What follows belongs to an exercise in optimizing a design on an open flow for small area and a short achievable clock period; a production flow would make more cautious choices. RTL that was checked went through simulation tests only; none was proved equivalent to the original. The clock port is modelled as an ideal driver; clocking choices that lean on that would not hold on a real chip. Power and IR drop assume default switching activity.

==> inputs of exp/garnet <==
==> flow/design.v <==
`timescale 1ns / 1ps
module adatreclock(clk, rst, sdi, sample, sample_valid, sample_valid_n);
	input wire clk;
	input wire rst;
	input wire sdi;
	output wire sample;
	output reg sample_valid;
	output reg sample_valid_n;
	reg d1, d2;
	reg [2:0] sample_timer;
	wire edge_detected = d1 ^ d2;
	wire next_valid = !edge_detected && (sample_timer == 3'd3);
	assign sample = d2;
	always @ (posedge clk) begin
		if (rst) begin
			d1 <= 1'b0;
			d2 <= 1'b0;
			sample_timer <= 3'b0;
			sample_valid <= 1'b0;
			sample_valid_n <= 1'b1;
		end
		else begin
			d1 <= sdi;
			d2 <= d1;
			if (edge_detected)
				sample_timer <= 3'b0;
			else
				sample_timer <= sample_timer + 3'd1;
			sample_valid <= next_valid;
			sample_valid_n <= !next_valid;
		end
	end
endmodule
`timescale 1ns / 1ps
module adatreceive(clk8x, rst, sdi, frame_sync, bit_sync,
	ch1, ch2, ch3, ch4,
	ch5, ch6, ch7, ch8);
	input wire clk8x;
	input wire rst;
	input wire sdi;
	output reg frame_sync;
	output wire bit_sync;
	output wire [23:0] ch1;
	output wire [23:0] ch2;
	output wire [23:0] ch3;
	output wire [23:0] ch4;
	output wire [23:0] ch5;
	output wire [23:0] ch6;
	output wire [23:0] ch7;
	output wire [23:0] ch8;
	reg [7:0] bitpos;
	reg prevbit;
	wire sdi_reclocked;
	wire bit_sync_n;	 
	wire bs = ~bit_sync_n;	 
	adatreclock reclocker(
		.clk(clk8x),
		.rst(rst),
		.sdi(sdi),
		.sample(sdi_reclocked),
		.sample_valid(bit_sync),
		.sample_valid_n(bit_sync_n)
	);
	wire [9:0] hist_hi;
	wire [18:0] hist_lo;
	wire [28:0] shiftreg = {hist_hi, hist_lo};
	adatrx_hold_set #(.W(10)) hist_hi_reg (.clk(clk8x), .set(rst),
		.ld(bs), .ldn(bit_sync_n),
		.d({sdi_reclocked ^ prevbit, hist_hi[9:1]}), .q(hist_hi));
	adatrx_hold #(.W(19)) hist_lo_reg (.clk(clk8x),
		.ld(bs), .ldn(bit_sync_n),
		.d({hist_hi[0], hist_lo[18:1]}), .q(hist_lo));
	wire [23:0] sample = {shiftreg[28:25], shiftreg[23:20], shiftreg[18:15],
		shiftreg[13:10], shiftreg[8:5], shiftreg[3:0]};
	wire [23:0] rsample;
	genvar i;
	generate
		for (i = 0; i < 24; i = i + 1) begin : rev
			assign rsample[i] = sample[23-i];
		end
	endgenerate
	reg found_q;		 
	reg [7:0] pre_q;	 
	wire found_sync_pattern = found_q;
	reg [7:0] ld_q;
	reg bs_d;
	wire [7:0] ld_next = pre_q & ~{8{found_q}};
	wire [7:0] ld = ld_q & ~{8{rst}};
	wire [7:0] ldn = ~ld_q & ~{8{rst}};
	adatrx_hold #(.W(24)) chreg1 (.clk(clk8x), .ld(ld[0]), .ldn(ldn[0]), .d(rsample), .q(ch1));
	adatrx_hold #(.W(24)) chreg2 (.clk(clk8x), .ld(ld[1]), .ldn(ldn[1]), .d(rsample), .q(ch2));
	adatrx_hold #(.W(24)) chreg3 (.clk(clk8x), .ld(ld[2]), .ldn(ldn[2]), .d(rsample), .q(ch3));
	adatrx_hold #(.W(24)) chreg4 (.clk(clk8x), .ld(ld[3]), .ldn(ldn[3]), .d(rsample), .q(ch4));
	adatrx_hold #(.W(24)) chreg5 (.clk(clk8x), .ld(ld[4]), .ldn(ldn[4]), .d(rsample), .q(ch5));
	adatrx_hold #(.W(24)) chreg6 (.clk(clk8x), .ld(ld[5]), .ldn(ldn[5]), .d(rsample), .q(ch6));
	adatrx_hold #(.W(24)) chreg7 (.clk(clk8x), .ld(ld[6]), .ldn(ldn[6]), .d(rsample), .q(ch7));
	adatrx_hold #(.W(24)) chreg8 (.clk(clk8x), .ld(ld[7]), .ldn(ldn[7]), .d(rsample), .q(ch8));
	always @ (posedge clk8x) begin
		if (rst) begin
			frame_sync <= 1'b0;
			bitpos <= 8'd0;
			prevbit <= 1'b0;
			ld_q <= 8'd0;
			found_q <= 1'b0;
			pre_q <= 8'd0;
			bs_d <= 1'b0;
		end
		else begin
			found_q <= (hist_hi == 10'b0000000000);
			pre_q <= {bitpos == 8'd243, bitpos == 8'd213, bitpos == 8'd183,
				bitpos == 8'd153, bitpos == 8'd123, bitpos == 8'd93,
				bitpos == 8'd63, bitpos == 8'd33};
			frame_sync <= bs & found_sync_pattern;
			bs_d <= bs;
			if (bs) begin
				prevbit <= sdi_reclocked;
				ld_q <= ld_next;
			end
			if (bs_d) begin
				if (found_sync_pattern)
					bitpos <= 8'd0;
				else
					bitpos <= bitpos + 8'd1;
			end
		end
	end
endmodule
module adatrx_hold #(parameter W = 24) (clk, ld, ldn, d, q);
	input wire clk;
	input wire ld;
	input wire ldn;
	input wire [W-1:0] d;
	output reg [W-1:0] q;
	always @ (posedge clk)
		q <= ({W{ld}} & d) | ({W{ldn}} & q);
endmodule
module adatrx_hold_set #(parameter W = 10) (clk, set, ld, ldn, d, q);
	input wire clk;
	input wire set;
	input wire ld;
	input wire ldn;
	input wire [W-1:0] d;
	output reg [W-1:0] q;
	always @ (posedge clk)
		q <= {W{set}} | ({W{ld}} & d) | ({W{ldn}} & q);
endmodule
==> flow/flow/run.sh <==
#!/bin/bash
set -euo pipefail
here=$(pwd)
export PRE_CTS_TCL=$here/flow/cts_hook.tcl
export BUFFER_PORTS_ARGS="-buffer_cell sky130_fd_sc_hd__buf_1"
export POST_GLOBAL_PLACE_TCL=$here/flow/place_hook.tcl
bash standard.sh > "$here/standard_flow.log" 2>&1
==> flow/flow/cts_hook.tcl <==
# Wrap clock_tree_synthesis: after TritonCTS builds its tree,
# (1) remove the buffers between the root buffer and the leaf (cluster)
#     buffers, and
rename clock_tree_synthesis tritoncts_clock_tree_synthesis
proc clock_tree_synthesis { args } {
  tritoncts_clock_tree_synthesis {*}$args
  set block [ord::get_db_block]
  for { set level 1 } { $level < 10 } { incr level } {
    foreach inst [$block getInsts] {
      set name [$inst getName]
      if { ![string match "clkbuf_${level}_*" $name] } { continue }
      set in [[$inst findITerm A] getNet]
      set out [[$inst findITerm X] getNet]
      foreach it [$out getITerms] {
        if { [$it getInst] ne $inst } {
          $it disconnect
          $it connect $in
        }
      }
      odb::dbInst_destroy $inst
      odb::dbNet_destroy $out
      puts "cts_hook: removed $name"
    }
  }
  foreach inst [$block getInsts] {
    if { [string match "clkbuf_0_*" [$inst getName]] } { split_root $block $inst }
  }
}

proc split_root { block root } {
  set in [[$root findITerm A] getNet]
  set out [[$root findITerm X] getNet]
  set master [$root getMaster]
  set core [$block getCoreArea]
  set cx [expr { ([$core xMin] + [$core xMax]) / 2 }]
  set cy [expr { ([$core yMin] + [$core yMax]) / 2 }]
  # group the loads by quadrant around the core's centre
  array set group {}
  foreach it [$out getITerms] {
    if { [$it getInst] eq $root } { continue }
    set box [[$it getInst] getBBox]
    set x [expr { ([$box xMin] + [$box xMax]) / 2 }]
    set y [expr { ([$box yMin] + [$box yMax]) / 2 }]
    set q [expr { ($x >= $cx ? 1 : 0) + ($y >= $cy ? 2 : 0) }]
    lappend group($q) [list $it $x $y]
  }
  set k 0
  foreach q [lsort [array names group]] {
    set sx 0; set sy 0; set n 0
    foreach e $group($q) { incr sx [lindex $e 1]; incr sy [lindex $e 2]; incr n }
    set name "clkbuf_root_${k}_[$in getName]"
    set buf [odb::dbInst_create $block $master $name]
    set net [odb::dbNet_create $block "clknet_root_${k}_[$in getName]"]
    $net setSigType CLOCK
    [$buf findITerm A] connect $in
    [$buf findITerm X] connect $net
    foreach e $group($q) {
      set it [lindex $e 0]
      $it disconnect
      $it connect $net
    }
    $buf setLocation [expr { $sx / $n }] [expr { $sy / $n }]
    $buf setPlacementStatus PLACED
    $buf setSourceType TIMING
    puts "cts_hook: $name drives $n loads"
    incr k
  }
  odb::dbInst_destroy $root
  odb::dbNet_destroy $out
}
==> flow/flow/place_hook.tcl <==
# After global placement: put each output port buffer on the spot of the
# register (or gate) that drives it, so that the register sees only the
# buffer's input and the buffer drives the wire to the port. The buffer is
# made a buf_2 and kept at that size and place by marking it don't-touch
# (detailed placement still legalizes it next to its driver).
set block [ord::get_db_block]
set db [ord::get_db]
set buf2 [$db findMaster sky130_fd_sc_hd__buf_2]
set moved 0
foreach inst [$block getInsts] {
  if { ![string match "output*" [$inst getName]] } { continue }
  set net [[$inst findITerm A] getNet]
  if { $net eq "NULL" } { continue }
  foreach it [$net getITerms] {
    if { [$it isOutputSignal] } {
      set loc [[$it getInst] getLocation]
      $inst swapMaster $buf2
      $inst setLocation [lindex $loc 0] [lindex $loc 1]
      $inst setDoNotTouch 1
      incr moved
      break
    }
  }
}
puts "place_hook: moved $moved output buffers to their drivers"
==> flow/standard.sh <==
#!/bin/bash
# synth_recipe.tcl (not shown) runs the flow's synth.tcl, then flattens the netlist and writes it again
# the make line also repeats each setting of config.mk as NAME=value (left out here)
make -C /OpenROAD-flow-scripts/flow DESIGN_CONFIG=/design/flow/config.mk WORK_HOME=/design/flow/orfs CLKGATE_MAP_FILE= SYNTH_SCRIPT=/design/flow/synth_recipe.tcl "${@:-finish}"
==> flow/config.mk <==
export PLATFORM = sky130hd
export DESIGN_NAME = adatreceive
export DESIGN_NICKNAME = adatreceive
export VERILOG_FILES = /design/flow/design.v
export SDC_FILE = /design/flow/constraint.sdc
export NUM_CORES = 4
export LEC_CHECK = 0
export CAP_MARGIN = 20
export CORE_MARGIN = 2
export CORE_UTILIZATION = 60
export CTS_CLUSTER_DIAMETER = 60
export CTS_CLUSTER_SIZE = 30
export SETUP_SLACK_MARGIN = 1.3
export SLEW_MARGIN = 20
export SYNTH_HIERARCHICAL = 1
==> flow/constraint.sdc <==
create_clock -name core_clock -period 2.7 [get_ports {clk8x}]
set_input_delay 0.5400 -clock core_clock [delete_from_list [all_inputs] [get_ports {clk8x}]]
set_output_delay 0.5400 -clock core_clock [all_outputs]
set_load 0.01 [all_outputs]
==> exp/umber (differences from exp/garnet) <==
--- a/flow/design.v
+++ b/flow/design.v
@@ -1,4 +1,4 @@
 `timescale 1ns / 1ps
-module adatreclock(clk, rst, sdi, sample, sample_valid, sample_valid_n);
+module adatreclock(clk, rst, sdi, sample, sample_valid);
 	input wire clk;
 	input wire rst;
@@ -6,9 +6,7 @@
 	output wire sample;
 	output reg sample_valid;
-	output reg sample_valid_n;
 	reg d1, d2;
 	reg [2:0] sample_timer;
 	wire edge_detected = d1 ^ d2;
-	wire next_valid = !edge_detected && (sample_timer == 3'd3);
 	assign sample = d2;
 	always @ (posedge clk) begin
@@ -18,5 +16,4 @@
 			sample_timer <= 3'b0;
 			sample_valid <= 1'b0;
-			sample_valid_n <= 1'b1;
 		end
 		else begin
@@ -27,6 +24,5 @@
 			else
 				sample_timer <= sample_timer + 3'd1;
-			sample_valid <= next_valid;
-			sample_valid_n <= !next_valid;
+			sample_valid <= !edge_detected && (sample_timer == 3'd3);
 		end
 	end
@@ -52,6 +48,4 @@
 	reg prevbit;
 	wire sdi_reclocked;
-	wire bit_sync_n;	 
-	wire bs = ~bit_sync_n;	 
 	adatreclock reclocker(
 		.clk(clk8x),
@@ -59,15 +53,15 @@
 		.sdi(sdi),
 		.sample(sdi_reclocked),
-		.sample_valid(bit_sync),
-		.sample_valid_n(bit_sync_n)
+		.sample_valid(bit_sync)
 	);
 	wire [9:0] hist_hi;
 	wire [18:0] hist_lo;
 	wire [28:0] shiftreg = {hist_hi, hist_lo};
+	wire bit_sync_n = ~bit_sync;
 	adatrx_hold_set #(.W(10)) hist_hi_reg (.clk(clk8x), .set(rst),
-		.ld(bs), .ldn(bit_sync_n),
+		.ld(bit_sync), .ldn(bit_sync_n),
 		.d({sdi_reclocked ^ prevbit, hist_hi[9:1]}), .q(hist_hi));
 	adatrx_hold #(.W(19)) hist_lo_reg (.clk(clk8x),
-		.ld(bs), .ldn(bit_sync_n),
+		.ld(bit_sync), .ldn(bit_sync_n),
 		.d({hist_hi[0], hist_lo[18:1]}), .q(hist_lo));
 	wire [23:0] sample = {shiftreg[28:25], shiftreg[23:20], shiftreg[18:15],
@@ -80,10 +74,15 @@
 		end
 	endgenerate
-	reg found_q;		 
-	reg [7:0] pre_q;	 
-	wire found_sync_pattern = found_q;
+	wire found_sync_pattern = (shiftreg[28:19] == 10'b0000000000);
 	reg [7:0] ld_q;
-	reg bs_d;
-	wire [7:0] ld_next = pre_q & ~{8{found_q}};
+	wire [7:0] ld_next;
+	assign ld_next[0] = ~found_sync_pattern & (bitpos == 8'd33);
+	assign ld_next[1] = ~found_sync_pattern & (bitpos == 8'd63);
+	assign ld_next[2] = ~found_sync_pattern & (bitpos == 8'd93);
+	assign ld_next[3] = ~found_sync_pattern & (bitpos == 8'd123);
+	assign ld_next[4] = ~found_sync_pattern & (bitpos == 8'd153);
+	assign ld_next[5] = ~found_sync_pattern & (bitpos == 8'd183);
+	assign ld_next[6] = ~found_sync_pattern & (bitpos == 8'd213);
+	assign ld_next[7] = ~found_sync_pattern & (bitpos == 8'd243);
 	wire [7:0] ld = ld_q & ~{8{rst}};
 	wire [7:0] ldn = ~ld_q & ~{8{rst}};
@@ -102,20 +101,10 @@
 			prevbit <= 1'b0;
 			ld_q <= 8'd0;
-			found_q <= 1'b0;
-			pre_q <= 8'd0;
-			bs_d <= 1'b0;
 		end
 		else begin
-			found_q <= (hist_hi == 10'b0000000000);
-			pre_q <= {bitpos == 8'd243, bitpos == 8'd213, bitpos == 8'd183,
-				bitpos == 8'd153, bitpos == 8'd123, bitpos == 8'd93,
-				bitpos == 8'd63, bitpos == 8'd33};
-			frame_sync <= bs & found_sync_pattern;
-			bs_d <= bs;
-			if (bs) begin
+			frame_sync <= bit_sync & found_sync_pattern;
+			if (bit_sync) begin
 				prevbit <= sdi_reclocked;
 				ld_q <= ld_next;
-			end
-			if (bs_d) begin
 				if (found_sync_pattern)
 					bitpos <= 8'd0;
--- a/flow/flow/run.sh
+++ b/flow/flow/run.sh
@@ -1,3 +1,10 @@
 #!/bin/bash
+# Own layout flow: the standard ORFS layout, with one change to clock tree
+# synthesis (cts_hook.tcl): the intermediate levels of TritonCTS's tree are
+# removed, so the leaf buffers hang directly on the root buffer's net. The tree
+# stays balanced (every register is two buffers from the clock port).
+# Port buffers start as buf_1 (the smallest buffer) instead of clkdlybuf4s50_1.
+# After global placement each output port buffer is moved next to the
+# register that drives it, as a buf_2 kept at that size (place_hook.tcl).
 set -euo pipefail
 here=$(pwd)
==> flow/flow/cts_hook.tcl (replaced) <==
# Wrap clock_tree_synthesis: after TritonCTS builds its tree, remove the
# buffers between the root buffer and the leaf (cluster) buffers, and hang
# the leaf buffers directly on the net their removed driver was driven by.
rename clock_tree_synthesis tritoncts_clock_tree_synthesis
proc clock_tree_synthesis { args } {
  tritoncts_clock_tree_synthesis {*}$args
  set block [ord::get_db_block]
  for { set level 1 } { $level < 10 } { incr level } {
    foreach inst [$block getInsts] {
      set name [$inst getName]
      if { ![string match "clkbuf_${level}_*" $name] } { continue }
      set in [[$inst findITerm A] getNet]
      set out [[$inst findITerm X] getNet]
      foreach it [$out getITerms] {
        if { [$it getInst] ne $inst } {
          $it disconnect
          $it connect $in
        }
      }
      odb::dbInst_destroy $inst
      odb::dbNet_destroy $out
      puts "cts_hook: removed $name"
    }
  }
}
SETUP_SLACK_MARGIN = 1.2   (was 1.3)
==> comparison table <==
item	exp/garnet	exp/umber
Sequential Power Share	59.3%	59.9%
CP arrival	0.83 ns	1.05 ns
Average via count per standard cell	6.080	6.244
Yosys reg bits	256	245
Peak per-stage delay on the critical path	0.37 ns	0.45 ns
Number of nets in the finished design	811	791
Cell at the slowest stage of the critical path	sky130_fd_sc_hd__dfxtp_1	sky130_fd_sc_hd__dfxtp_4
Switching power as a share of total power	22.42%	23.18%
DP HPWL	14220 um	14540 um
Synthesized area per cell	13.09 sq um	13.26 sq um
Design Area, Final	9709 sq um	9459 sq um
Total wire length after detailed routing	21730 um	21960 um
Launch point of the worst reg-to-reg path	ld_q[5]	reclocker.sample_valid
CTS sink count	256	245
Rel. slew slack	40.64%	36.69%
Die Y-Extent	121.1 um	119.4 um
Instance count of the mapped netlist	629	603
Cell area after synthesis	8233 sq um	7995 sq um
Share of layout cells above drive strength 1	35.10%	42.30%
Total nets after synthesis	636	610
Result of the run	no timing/DRC/antenna violations	no timing/DRC/antenna violations
Worst voltage drop across the vdd grid	0.0006177 V	0.0005427 V
First DRT Iteration DRCs	485	663
Maximum number of pins on one net before global-route repair	41	31
Total leakage power	4.387 nW	4.304 nW
The RTL of exp/umber was laid out without a check of its function.

-- static timing again, ports no longer ideal --
How much do the figures lean on ideal ports? The routed layouts below were timed once more, with nothing changed but the port constraints. Step 1 (the two cells are an assumption about what drives the block):
set clk [get_ports {clk8x}]
set_driving_cell -lib_cell sky130_fd_sc_hd__clkbuf_16 $clk
set_driving_cell -lib_cell sky130_fd_sc_hd__buf_2 [delete_from_list [all_inputs] $clk]
Step 2 adds t to the input delays and takes it off the output delays; t is the mean of the earliest and latest rising clock arrival at the registers after step 1. Input paths then give back, and output paths get back, about the clock's delay inside the block. Three values: ideal, step 1, step 2; two values: the first two.
| run | t, ns | setup slack, ns | worst hold slack (ns) | worst setup path at the end | worst slew at a driven data input, ns |
|---|---|---|---|---|---|
| exp/garnet | 0.391 | 1.327 / 1.236 / 0.964 | 0.434 / 0.366 / 0.446 | input to register | 0.07 |
| exp/umber | 0.468 | 1.109 / 1.066 / 0.861 | 0.309 / 0.300 / 0.432 | input to register | 0.04 |
After both steps every run listed still meets setup and hold. The setup slack of exp/garnet, which loses most, moves by -0.091 ns with the drivers and by -0.363 ns with both steps.
